This is an optimization exercise on Yosys and OpenROAD, whose aim is small area, a short achievable clock period and few clock cycles per item, not a production implementation.
In this exercise RTL edits were held to simulation tests only and were not proved equivalent to the original.

==> v5: inputs <==
## imc
module imc
  #(parameter INPUT_W = 16,
    parameter OUTPUT_W = 16)
(
    input  logic                   clk,
    input  logic                   rst_n,
    input  logic                   start,
    input  logic [INPUT_W-1:0]     aIn,
    input  logic [INPUT_W-1:0]     bIn,
    input  logic [INPUT_W-1:0]     cIn,
    input  logic [INPUT_W-1:0]     dIn,
    output logic                   ready,
    output logic [OUTPUT_W-1:0]    aOut,
    output logic [OUTPUT_W-1:0]    bOut,
    output logic [OUTPUT_W-1:0]    cOut,
    output logic [OUTPUT_W-1:0]    dOut,
    output logic                   aOut_sign,
    output logic                   bOut_sign,
    output logic                   cOut_sign,
    output logic                   dOut_sign
);
  logic [16:0] dx, dy;
  logic        cp;
  wire t1, t2;
  fa u_t1 (.a(~(aIn[0] & dIn[13])), .b(~(aIn[1] & dIn[12])), .c(1'b1), .s(t1), .co(t2));
  wire t3, t4;
  fa u_t3 (.a(~(aIn[0] & dIn[14])), .b(~(aIn[1] & dIn[13])), .c(~(aIn[2] & dIn[12])), .s(t3), .co(t4));
  wire t5, t6;
  fa u_t5 (.a(~(aIn[3] & dIn[11])), .b(~(aIn[4] & dIn[10])), .c(1'b1), .s(t5), .co(t6));
  wire t7, t8;
  ...
Settings: LEC_CHECK=0, CAP_MARGIN=20, CORE_MARGIN=2, CORE_UTILIZATION=60, PLACE_DENSITY=0.75, SETUP_SLACK_MARGIN=3, SLEW_MARGIN=20, SYNTH_HIERARCHICAL=1; clock period 11.0 ns.
standard.sh (not shown) runs the stock make flow with config.mk's settings and CLKGATE_MAP_FILE= SYNTH_SCRIPT=/design/flow/synth_recipe.tcl, a recipe that flattens the netlist after the stock synthesis.
==> flow/flow/run.sh <==
#!/bin/bash
# The standard layout (the standard.sh, all ORFS steps from synthesis
# to finish), except that buffer_ports puts a buf_2 on every input and
# output port instead of the cell it picks on its own (a slow delay cell,
# clkdlybuf4s50_1). Timing repair still resizes port buffers as it needs.
# make's output goes to flow_make.log; ORFS keeps each step's log under
# orfs/logs.
set -euo pipefail
bash standard.sh "BUFFER_PORTS_ARGS=-buffer_cell sky130_fd_sc_hd__buf_2" finish > flow_make.log 2>&1
==> v4 (differences from v5) <==
--- a/flow/design.v
+++ b/flow/design.v
@@ -1104,63 +1104,25 @@
   wire t977, t978;
   ha u_t977 (.a(t887), .b(t931), .s(t977), .co(t978));
   assign dx = {1'b1, t977, t973, t972, t967, t966, t963, t958, t957, t952, t949, t946, t943, t940, t937, t934, t933};
   assign dy = {t978, t976, t975, t970, t969, t964, t961, t960, t955, t954, t951, t948, t945, t942, t939, t936, tcy_bc};
   assign cp = tcy_ad;
-  logic [7:0]  mA, mB, mC, mD;
-  logic [8:0]  cA, cB, cC, cD;
-  assign cA[0] = dIn[15] & ~|dIn[7:0];
-  assign cB[0] = bIn[15] & ~|bIn[7:0];
-  assign cC[0] = cIn[15] & ~|cIn[7:0];
-  assign cD[0] = aIn[15] & ~|aIn[7:0];
-  for (genvar i = 0; i < 8; i++) begin : g_mag
-    assign mA[i]   = dIn[8+i] ^ dIn[15] ^ cA[i];
-    assign cA[i+1] = cA[i] & ~dIn[8+i];
-    assign mB[i]   = bIn[8+i] ^ bIn[15] ^ cB[i];
-    assign cB[i+1] = cB[i] & ~bIn[8+i];
-    assign mC[i]   = cIn[8+i] ^ cIn[15] ^ cC[i];
-    assign cC[i+1] = cC[i] & ~cIn[8+i];
-    assign mD[i]   = aIn[8+i] ^ aIn[15] ^ cD[i];
-    assign cD[i+1] = cD[i] & ~aIn[8+i];
-  end
+  logic [15:0] nA, nB, nC, nD;
+  assign nA = -dIn;
+  assign nB = -bIn;
+  assign nC = -cIn;
+  assign nD = -aIn;
   logic [16:0] dxv, dyv, diff;
   logic        det_sign;
   assign dxv      = {1'b1, dx[15], dx[14], dx[13], dx[12], dx[11], dx[10], dx[9], dx[8], dx[7], dx[6], dx[5], dx[4], dx[3], dx[2], dx[1], dx[0]};
   assign dyv      = {dy[16], dy[15], dy[14], dy[13], dy[12], dy[11], dy[10], dy[9], dy[8], dy[7], dy[6], dy[5], dy[4], dy[3], dy[2], dy[1], ~dy[0]};
-  wire [4:0] dl_p = {dx[4], dx[3], dx[2], dx[1], dx[0]} ^ {dy[4], dy[3], dy[2], dy[1], ~dy[0]};
-  wire [4:0] dl_g = {dx[4], dx[3], dx[2], dx[1], dx[0]} & {dy[4], dy[3], dy[2], dy[1], ~dy[0]};
-  wire dl_G1_0 = dl_g[1] | (dl_p[1] & (dl_g[0] | (dl_p[0] & cp)));
-  wire dl_G3_2 = dl_g[3] | (dl_p[3] & dl_g[2]);
-  wire dl_P3_2 = dl_p[3] & dl_p[2];
-  wire dl_G2_0 = dl_g[2] | (dl_p[2] & dl_G1_0);
-  wire dl_G3_0 = dl_G3_2 | (dl_P3_2 & dl_G1_0);
-  wire dl_G4_0 = dl_g[4] | (dl_p[4] & dl_G3_0);
-  assign diff     = {12'd0, (dl_p[4] ^ dl_G3_0), (dl_p[3] ^ dl_G2_0), (dl_p[2] ^ dl_G1_0), (dl_p[1] ^ (dl_g[0] | (dl_p[0] & cp))), (dl_p[0] ^ cp)};
+  assign diff     = dxv + dyv + {16'd0, cp};
   logic        c4, ghi, phi;
-  assign c4       = dl_G3_0;
-  wire [11:0] gh_p = {dxv[15], dxv[14], dxv[13], dxv[12], dxv[11], dxv[10], dxv[9], dxv[8], dxv[7], dxv[6], dxv[5], dxv[4]} | {dyv[15], dyv[14], dyv[13], dyv[12], dyv[11], dyv[10], dyv[9], dyv[8], dyv[7], dyv[6], dyv[5], dyv[4]};
-  wire [11:0] gh_g = {dxv[15], dxv[14], dxv[13], dxv[12], dxv[11], dxv[10], dxv[9], dxv[8], dxv[7], dxv[6], dxv[5], dxv[4]} & {dyv[15], dyv[14], dyv[13], dyv[12], dyv[11], dyv[10], dyv[9], dyv[8], dyv[7], dyv[6], dyv[5], dyv[4]};
-  wire gh_G2_1 = gh_g[2] | (gh_p[2] & gh_g[1]);
-  wire gh_P2_1 = gh_p[2] & gh_p[1];
-  wire gh_G2_0 = gh_G2_1 | (gh_P2_1 & gh_g[0]);
-  wire gh_G5_4 = gh_g[5] | (gh_p[5] & gh_g[4]);
-  wire gh_P5_4 = gh_p[5] & gh_p[4];
-  wire gh_G5_3 = gh_G5_4 | (gh_P5_4 & gh_g[3]);
-  wire gh_P5_3 = gh_P5_4 & gh_p[3];
-  wire gh_G5_0 = gh_G5_3 | (gh_P5_3 & gh_G2_0);
-  wire gh_G8_7 = gh_g[8] | (gh_p[8] & gh_g[7]);
-  wire gh_P8_7 = gh_p[8] & gh_p[7];
-  wire gh_G8_6 = gh_G8_7 | (gh_P8_7 & gh_g[6]);
-  wire gh_P8_6 = gh_P8_7 & gh_p[6];
-  wire gh_G11_10 = gh_g[11] | (gh_p[11] & gh_g[10]);
-  wire gh_P11_10 = gh_p[11] & gh_p[10];
-  wire gh_G11_9 = gh_G11_10 | (gh_P11_10 & gh_g[9]);
-  wire gh_P11_9 = gh_P11_10 & gh_p[9];
-  wire gh_G11_6 = gh_G11_9 | (gh_P11_9 & gh_G8_6);
-  wire gh_P11_6 = gh_P11_9 & gh_P8_6;
-  wire gh_G11_0 = gh_G11_6 | (gh_P11_6 & gh_G5_0);
-  assign ghi      = gh_G11_0;
+  logic [12:0] shi;
+  assign c4       = diff[4] ^ dxv[4] ^ dyv[4];
+  assign shi      = {1'b0, dxv[15:4]} + {1'b0, dyv[15:4]};
+  assign ghi      = shi[12];
   assign phi      = &(dxv[15:4] | dyv[15:4]);
   assign det_sign = dxv[16] ^ dyv[16] ^ (ghi | (phi & c4));
   logic [16:4] dvw, yvw, pw;
   logic        up0, up1;
   assign dvw = dxv[16:4];
@@ -1168,35 +1130,38 @@
   assign pw  = dvw ^ yvw;
   assign up0 = (pw[16:5] == (dvw[15:4] | yvw[15:4]));
   assign up1 = (~pw[16:5] == (dvw[15:4] & yvw[15:4]));
   logic        ready_r;
   logic [4:0]  lo_r;        
-  logic        inrange_r, dsign_r;
+  logic        up0_r, up1_r, dsign_r;
   logic [7:0]  mA_r, mB_r, mC_r, mD_r;
   logic        sA_r, sB_r, sC_r, sD_r;
   always_ff @(posedge clk or negedge rst_n) begin
     if (!rst_n) ready_r <= 1'b0;
     else        ready_r <= 1'b1;
   end
   always_ff @(posedge clk) begin
     if (start) begin
       lo_r    <= diff[4:0];
-      inrange_r <= diff[4] ? up1 : up0;
+      up0_r   <= up0;
+      up1_r   <= up1;
       dsign_r <= det_sign;
-      mA_r <= mA;
-      mB_r <= mB;
-      mC_r <= mC;
-      mD_r <= mD;
+      mA_r <= dIn[15] ? nA[15:8] : dIn[15:8];
+      mB_r <= bIn[15] ? nB[15:8] : bIn[15:8];
+      mC_r <= cIn[15] ? nC[15:8] : cIn[15:8];
+      mD_r <= aIn[15] ? nD[15:8] : aIn[15:8];
       sA_r <= dIn[15];
       sB_r <= bIn != 16'd0;
       sC_r <= cIn != 16'd0;
       sD_r <= aIn[15];
     end
   end
+  logic        inrange;
   logic [8:0]  r, rlut;
+  assign inrange = lo_r[4] ? up1_r : up0_r;
   reciprocal u_recip (.x(lo_r), .y(rlut));
-  assign r = {9{inrange_r}} & rlut;
+  assign r = {9{inrange}} & rlut;
   logic [13:0] oax, oay, obx, oby, ocx, ocy, odx, ody;
   wire oa_1, oa_2;
   fa u_oa_1 (.a(~(mA_r[0] & r[4])), .b(~(mA_r[1] & r[3])), .c(1'b1), .s(oa_1), .co(oa_2));
   wire oa_3, oa_4;
   fa u_oa_3 (.a(~(mA_r[1] & r[4])), .b(~(mA_r[2] & r[3])), .c(~(mA_r[3] & r[2])), .s(oa_3), .co(oa_4));
==> out/metrics.cfg <==
[layout]
seqCellArea_um2 = 1350
stdcell_count = 2616
buffers = 161
buffer_area_share_pct = 5.18
syn2layout_area_growth_pct = 6.68
multi_input_area_share_pct = 83.8

[detailed_routing]
post_drt_wl_per_cell_um = 21.7
wl_met2_um = 28300
vias_per_cell = 6.29

[floorplanning]
core_region_area_um2 = 34500

[yosys]
synth_compound_area_share_pct = 8.08
synth_fa_ha_area_share_pct = 60.0

[placement]
postPlaceCellArea_um2 = 21700

[run_status]
status = timing/DRC/antenna clean

Source of the figures above: v4

==> out/metrics.cfg <==
[run_status]
status = timing/DRC/antenna clean

[layout]
buffers = 164
multi_input_area_share_pct = 83.6
buffer_area_share_pct = 5.61
stdcell_count = 2612
syn2layout_area_growth_pct = 7.16

[detailed_routing]
wl_met2_um = 27000
vias_per_cell = 6.20
post_drt_wl_per_cell_um = 21.2

[yosys]
synth_fa_ha_area_share_pct = 60.2
synth_compound_area_share_pct = 7.39

Source of the figures above: v5

Testbench counts of v5, summed over its fixed seeds: cycles 3,200, items 3,200.
Testbench counts of v4, summed over its fixed seeds: cycles 3,200, items 3,200.

separate check: timing with driven ports:
No port has a modelled driver above. Below, the same layouts with a new extraction and two added sets of constraints.
Step 1 assumes that a clkbuf_16 drives the clock port and a buf_2 every other input.
Step 2 also shifts input and output timing later by t, the mid clock arrival at the registers, as if the neighbouring blocks saw the same clock.
Three values: ideal, step 1, step 2; two values: the first two.
| run | t, ns | setup WS [ns] | worst setup path after step 2 | worst register clock-pin slew, ns |
|---|---|---|---|---|
| v5 | 0.322 | 2.907 / 2.893 / 2.571 | input to register | 0.07 / 0.07 |
| v4 | 0.324 | 3.131 / 3.080 / 2.757 | input to register | 0.07 / 0.07 |
After both steps every run listed still meets setup and hold. The setup slack of v4, which loses most, moves by -0.051 ns with the drivers and by -0.374 ns with both steps.
